Context: an optimization exercise on an open-source flow, tuned for small area. The choices shown serve that exercise and are no tape-out recipe. Function was checked by simulation only, so behaviour that the tests miss may differ from the original. Power figures rest on the tool's default switching activity, not on a simulated workload.

File: config.mk
export PLATFORM = sky130hd
export DESIGN_NAME = top_module
export DESIGN_NICKNAME = top_module
export VERILOG_FILES = /design/flow/design.v
export SDC_FILE = /design/flow/constraint.sdc
export NUM_CORES = 4
export LEC_CHECK = 0
export CAP_MARGIN = 20
export CORE_MARGIN = 2
export CORE_UTILIZATION = 40
export SLEW_MARGIN = 20
File: constraint.sdc
create_clock -name core_clock -period 30.0 [get_ports {clk}]
set_input_delay 6.0000 -clock core_clock [delete_from_list [all_inputs] [get_ports {clk}]]
set_output_delay 6.0000 -clock core_clock [all_outputs]
set_load 0.01 [all_outputs]
File: design.v
module ultrasonic_sensor (
    input clk,
    input rst,
    input echo,
    output trigger,
    output [8:0] distance_cm,
    output distance_ready
);
    localparam [11:0] R500  = 12'd3630;
    localparam [11:0] R2899 = 12'd3674;
    localparam [11:0] R101  = 12'd29;
    localparam [8:0]  Q_TMO = 9'd431;    
    localparam [2:0] S0 = 3'd0, S1 = 3'd6, S2 = 3'd1, S3 = 3'd3, S4 = 3'd2, S0R = 3'd4;
    reg [2:0] state;
    reg echo_d, echo_dd;
    reg [11:0] r;
    reg [8:0] q;
    assign trigger = (state == S1);
    assign distance_ready = (state == S0R);
    assign distance_cm = q;
    wire rise = echo_d & ~echo_dd;
    wire fall = ~echo_d & echo_dd;
    wire wrap = (r == R2899);
    wire tmo = (q == Q_TMO) && (r == R101);
    wire p500 = (r == R500);
    wire [11:0] rstep = {r[10:0], ~(r[11] ^ r[10])};
    reg clr;
    always @(*) begin
        case (state)
            S1: clr = p500;
            S2: clr = rise;
            S3: clr = 1'b0;
            S4: clr = 1'b0;
            default: clr = 1'b1;
        endcase
    end
    wire qen = wrap & ((state == S2) | ((state == S3) & ~fall));
    always @(posedge clk) begin
        echo_d <= echo;
        echo_dd <= echo_d;
        r <= (clr | wrap) ? 12'd0 : rstep;
        q <= clr ? 9'd0 : q + qen;
    end
    always @(posedge clk or posedge rst) begin
        if (rst)
            state <= S0;
        else
            case (state)
                S0, S0R: state <= S1;
                S1: if (p500) state <= S2;
                S2: if (rise) state <= S3; else if (tmo) state <= S0;
                S3: if (fall) state <= S4; else if (tmo) state <= S0;
                S4: state <= S0R;
                default: state <= S0;
            endcase
    end
endmodule
module top_module (
    input clk,
    input rst,
    input echo1, echo2,
    output trigger1, trigger2,
    output tx
);
    wire [8:0] d1, d2;
    wire rdy1, rdy2;
    ultrasonic_sensor sensor_tono (
        .clk(clk), .rst(rst), .echo(echo1), .trigger(trigger1),
        .distance_cm(d1), .distance_ready(rdy1)
    );
    ultrasonic_sensor sensor_volumen (
        .clk(clk), .rst(rst), .echo(echo2), .trigger(trigger2),
        .distance_cm(d2), .distance_ready(rdy2)
    );
    function [5:0] kmap(input [8:0] d);
        kmap = (d < 5) ? 6'd0 : (d > 60) ? 6'd55 : d - 5;
    endfunction
    localparam [1:0] IDLE = 2'd0, SEND1 = 2'd1, SEND2 = 2'd2, SEND3 = 2'd3;
    reg [1:0] ns, vs;           
    reg [4:0] note_off;         
    reg [5:0] vol_k;            
    reg [5:0] vol_fly;          
    reg owner;                  
    reg [3:0] bi;
    reg [10:0] cnt;             
    localparam [10:0] C_T = 11'd1353;
    wire free = (bi == 4'd10);
    wire note_busy = (ns != IDLE);
    wire vol_busy = (vs != IDLE);
    wire vol_started = vs[1];
    wire note_go = free & ~vol_started;
    wire vol_go = free & (vol_started | ~note_busy);
    wire go = free & (note_busy | vol_busy);
    wire tick = (cnt == C_T);
    wire [10:0] cstep = {cnt[9:0], ~(cnt[10] ^ cnt[8])};
    always @(posedge clk) begin
        if (ns == IDLE && rdy1)
            note_off <= ({4'd0, kmap(d1)} * 10'd6) / 10'd11;
        if (vs == IDLE && rdy2)
            vol_k <= kmap(d2);
        if (free) begin
            vol_fly <= vol_k;
            owner <= note_busy & ~vol_started;
        end
        cnt <= go ? C_T : tick ? 11'd0 : cstep;
    end
    always @(posedge clk or posedge rst) begin
        if (rst) begin
            ns <= IDLE;
            vs <= IDLE;
            bi <= 4'd10;
        end else begin
            if (ns == IDLE) begin
                if (rdy1) ns <= SEND1;
            end else if (note_go)
                ns <= ns + 2'd1;
            if (vs == IDLE) begin
                if (rdy2) vs <= SEND1;
            end else if (vol_go)
                vs <= vs + 2'd1;
            if (free) begin
                if (go) bi <= 4'd15;
            end else if (tick)
                bi <= bi + 4'd1;
        end
    end
    wire [7:0] note_byte = 8'd80 - {3'd0, note_off};
    wire [12:0] vol_div = ({7'd0, vol_fly} * 13'd127) / 13'd55;
    wire [7:0] vol_byte = 8'd127 - vol_div[7:0];
    reg [7:0] cur;
    always @(*) begin
        if (owner)
            cur = (ns == SEND2) ? 8'h90 : (ns == SEND3) ? note_byte : 8'd100;
        else
            cur = (vs == SEND2) ? 8'hB0 : (vs == SEND3) ? 8'h07 : vol_byte;
    end
    reg txr;
    always @(*) begin
        case (bi)
            4'd1: txr = 1'b0;
            4'd2: txr = cur[0];
            4'd3: txr = cur[1];
            4'd4: txr = cur[2];
            4'd5: txr = cur[3];
            4'd6: txr = cur[4];
            4'd7: txr = cur[5];
            4'd8: txr = cur[6];
            4'd9: txr = cur[7];
            default: txr = 1'b1;
        endcase
    end
    assign tx = txr;
endmodule
File: run.sh
#!/bin/bash
# synth_recipe.tcl (not shown) runs the flow's synth.tcl, then flattens the netlist and writes it again
# the make line also repeats each setting of config.mk as NAME=value (left out here)
make -C /OpenROAD-flow-scripts/flow DESIGN_CONFIG=/design/flow/config.mk WORK_HOME=/design/flow/orfs CLKGATE_MAP_FILE= SYNTH_SCRIPT=/design/flow/synth_recipe.tcl finish
==> impl_metrics.json <==
{
  "ys_top_cells_by_area": "dfxtp_1 14%, ha_1 9.2%, edfxtp_1 6.7%, a21oi_1 4.3%, dfrtp_1 3.7%",
  "vias": 6869,
  "io_buffer_count": 6,
  "relSlewSlack": 0.269,
  "wl_met1_um": 8800,
  "rsz0062_at_grt": "no",
  "postSynthCellCount": 969,
  "cts_root_buf": "clkbuf_16",
  "ant_nets": 0,
  "min_period_ns": 16.24,
  "max_freq_ghz": 0.0616,
  "p_seq_frac": 0.510,
  "highest_layer": "met4",
  "final_common_cell": "nor2_1",
  "die_x_um": 146,
  "routed_wl_um": 17400,
  "cp-start-kind": "flop",
  "arrival_ns": 10.24,
  "worst_pin_slew_ns": 1.09,
  "final_cells": 1230,
  "grt_pass1_wl_um": 30100,
  "drv_cap": 0,
  "multi_input_area_mm2": 0.00563,
  "dp_cells": 1214,
  "wire_per_inst_um": 14.2,
  "min_period_over_period": 0.541,
  "route.met3.wl_um": 584,
  "yosysTopAreaCell": "dfxtp_1",
  "p_per_area_mw_per_mm2": 27.7,
  "antenna_found_initial": 1,
  "start_util": 0.410,
  "pin_count": 7,
  "path_buf_inv": 4,
  "avgViaCountPerCell": 5.58,
  "slew_violations": 0,
  "internal_power_mw": 0.186,
  "syn_avg_cell_area_um2": 8.29,
  "design_area_mm2": 0.00864,
  "path_class": "reg -> out",
  "area_growth_pct": 7.55,
  "worstSkewPairLatency_ns": 0.34,
  "seq_area_frac_synth": 0.253,
  "p_total_mw": 0.240,
  "synth_warnings": 2,
  "cts_tree": "yes",
  "r2r_slack_ns": 23.12,
  "synth_cell_type_count": 108,
  "cp_max_fo": 12,
  "cts-buffers-inserted": 9,
  "rows": 51,
  "cts_setup_buffers": 0,
  "wl_met2_um": 7810,
  "synth_ff_type": "dfxtp_1",
  "finalSetupTns_ns": 0,
  "hold_class": "reg -> reg",
  "setup_viol": 0,
  "seq_area_mm2": 0.00203,
  "drcViolationCount": 0,
  "place_area_mm2": 0.00832,
  "cp_slowest_cell": "fa_1",
  "drive_gt1_frac": 0.0767,
  "cpPeakStageDelay_ns": 0.67,
  "track_usage": 0.164,
  "cts_buffer_depth": 2,
  "syn_nets": 1047,
  "vdd_drop_max_mv": 0.0323,
  "ys_ff_latch": 89,
  "p_sw_frac": 0.222,
  "grt_max_degree": 19,
  "finClkSkew_ns": 0.0112,
  "nets": 1038,
  "synth-edff-count": 18,
  "htree_levels": 3,
  "clkPwrFrac": 0.485,
  "drtIter0Drc": 451,
  "crit_required_ns": 24.00,
  "hold_buffers": 0,
  "pwr-share-comb": 0.005,
  "p_leak_nw": 3.69,
  "numClockSinks": 89,
  "clk_pin_slew_worst_paths_ns": 0.07,
  "antenna_cells": 0,
  "synth_top_area_frac": 0.142,
  "fp.dieArea_mm2": 0.0212,
  "post_cts_resized": 0,
  "async_reset_ff_frac": 0.157,
  "grt-ovfl-total": 0,
  "nFillCells": 1990,
  "core_region_area_mm2": 0.0196,
  "hold_viol": 0,
  "switchingPower_mw": 0.0533,
  "cp_top_family": "compound AO/OA/AOI/OAI gates",
  "netlist_area_mm2": 0.00804,
  "fp.dieH_um": 146,
  "end_kind": "output pin",
  "firstDrtPassIters": 7,
  "status": "finished clean",
  "globalplace.congestion": 0.859,
  "grt_pass1_vias": 6380,
  "hpwlAfterDp_um": 13400,
  "layout_common_cells": "76 x nor2_1, 70 x inv_1, 69 x a21oi_1, 66 x nand2_1, 59 x ha_1"
}
## flip-flops by register name (all words and copies together) (netlist names)
| name | count |
|---|---|
| bi | 4 |
| cnt | 11 |
| note_off | 5 |
| ns | 2 |
| owner | 1 |
| sensor_tono.echo_d | 1 |
| sensor_tono.echo_dd | 1 |
| sensor_tono.q | 9 |
| sensor_tono.r | 12 |
| sensor_tono.state | 3 |
| sensor_volumen.echo_d | 1 |
| sensor_volumen.echo_dd | 1 |
| sensor_volumen.q | 9 |
| sensor_volumen.r | 12 |
| sensor_volumen.state | 3 |
| vol_fly | 6 |
| vol_k | 6 |
| vs | 2 |
## power groups by stage
stage          sequential (mW)  combinational, mW  clock, mW
2_1_floorplan            0.125           0.000649          0
3_3_place_gp             0.125            0.00129          0
3_5_place_dp             0.125            0.00128          0
4_1_cts                  0.122            0.00128      0.120
5_1_grt                  0.122            0.00141      0.125
6_report                 0.122            0.00124      0.116
## through the flow
step | hold WS (ns) | setup WS (ns) | util
detailed placement | 0.372 | 14.18 | 0.425
floorplan | 0.351 | 15.60 | -
global route | 0.399 | 13.23 | 0.441
CTS | 0.382 | 13.77 | 0.441
finish | 0.379 | 13.76 | 0.441
global placement | 0.366 | 14.33 | 0.424
## routing by layer
metal,vias to the layer above,GRT usage
met5,-,0
met4,0,0.0431
met3,21,0.0210
met2,97,0.262
met1,3215,0.234
li1,3536,-
## final timing paths
path                                    startpoint                   to  cells past startpoint
worst max-delay path                    vol_fly[4]                   tx                     30
worst min-delay path            sensor_tono.echo_d  sensor_tono.echo_dd                      0
worst max register to register    sensor_tono.q[1]          note_off[0]                     26
worst min register to register  sensor_tono.echo_d  sensor_tono.echo_dd                      0
max in group asynchronous                      rst                ns[1]                      2
min in group asynchronous                      rst                ns[0]                      2
## logic make-up (layout without fill, tap and decap cells)
group,Yosys count,after routing,synth area share
compound gates,279,279,0.249
flops,89,89,0.253
buf+inv,98,94,0.0478
mux,12,12,0.0177
fa+ha+maj,75,75,0.130
simple gates,361,361,0.241
xor+xnor,55,55,0.0609
## Yosys cell counts (5+ instances only)
| master | n |
|---|---|
| o21ai_0 | 44 |
| a21boi_0 | 6 |
| xor2_1 | 26 |
| dfrtp_1 | 12 |
| a21o_1 | 9 |
| nand4_1 | 14 |
| and2_1 | 33 |
| nand2_1 | 66 |
| dfxtp_1 | 57 |
| o21a_1 | 9 |
| o21ai_1 | 7 |
| nor4bb_1 | 6 |
| or3_1 | 8 |
| edfxtp_1 | 18 |
| nand2b_1 | 15 |
| o211ai_1 | 13 |
| clkbuf_1 | 19 |
| nor2_1 | 76 |
| o31ai_1 | 6 |
| fa_1 | 15 |
| xnor2_1 | 28 |
| nor4_1 | 9 |
| a21oi_1 | 69 |
| a31oi_1 | 12 |
| a211oi_1 | 11 |
| or2_2 | 6 |
| nor3b_1 | 5 |
| inv_1 | 70 |
| and3_1 | 24 |
| nand3_1 | 31 |
| o41ai_1 | 5 |
| o22ai_1 | 10 |
| ha_1 | 59 |
| mux2i_1 | 5 |
| nor3_1 | 32 |
## cell type report
type | count | area share
Timing Repair Buffer | 8 | 0.00839
Clock buffer | 10 | 0.0289
Clock inverter | 6 | 0.00782
Multi-Input combinational cell | 782 | 0.651
Tap cell | 265 | 0.0384
Inverter | 70 | 0.0304
Sequential cell | 89 | 0.235

[port drivers added, routing unchanged]
No port has a modelled driver above. Below, the same layout with a new extraction and two added sets of constraints.
Step 1 sets driving cells, clkbuf_16 on the clock port and buf_2 on the other inputs (assumed; they add their load-dependent delay and slew).
Step 2, shift: input delay + t, output delay - t, t = (earliest + latest rising clock arrival at the registers) / 2. This alone moves slack from input paths to output paths.
Slacks: ideal ports / drivers / drivers and shift; pairs: ideal ports / drivers.
t, ns: 0.377
slack for setup (ns): 13.756 / 13.715 / 14.092
hold WS [ns]: 0.379 / 0.379 / 0.379
clock arrival spread, ns: 0.012 / 0.011
worst slew at a driven data input, ns: 0.03
After both steps this run still meets setup and hold. For this run, drivers alone change the setup slack by -0.041 ns; drivers and shift together by +0.336 ns.
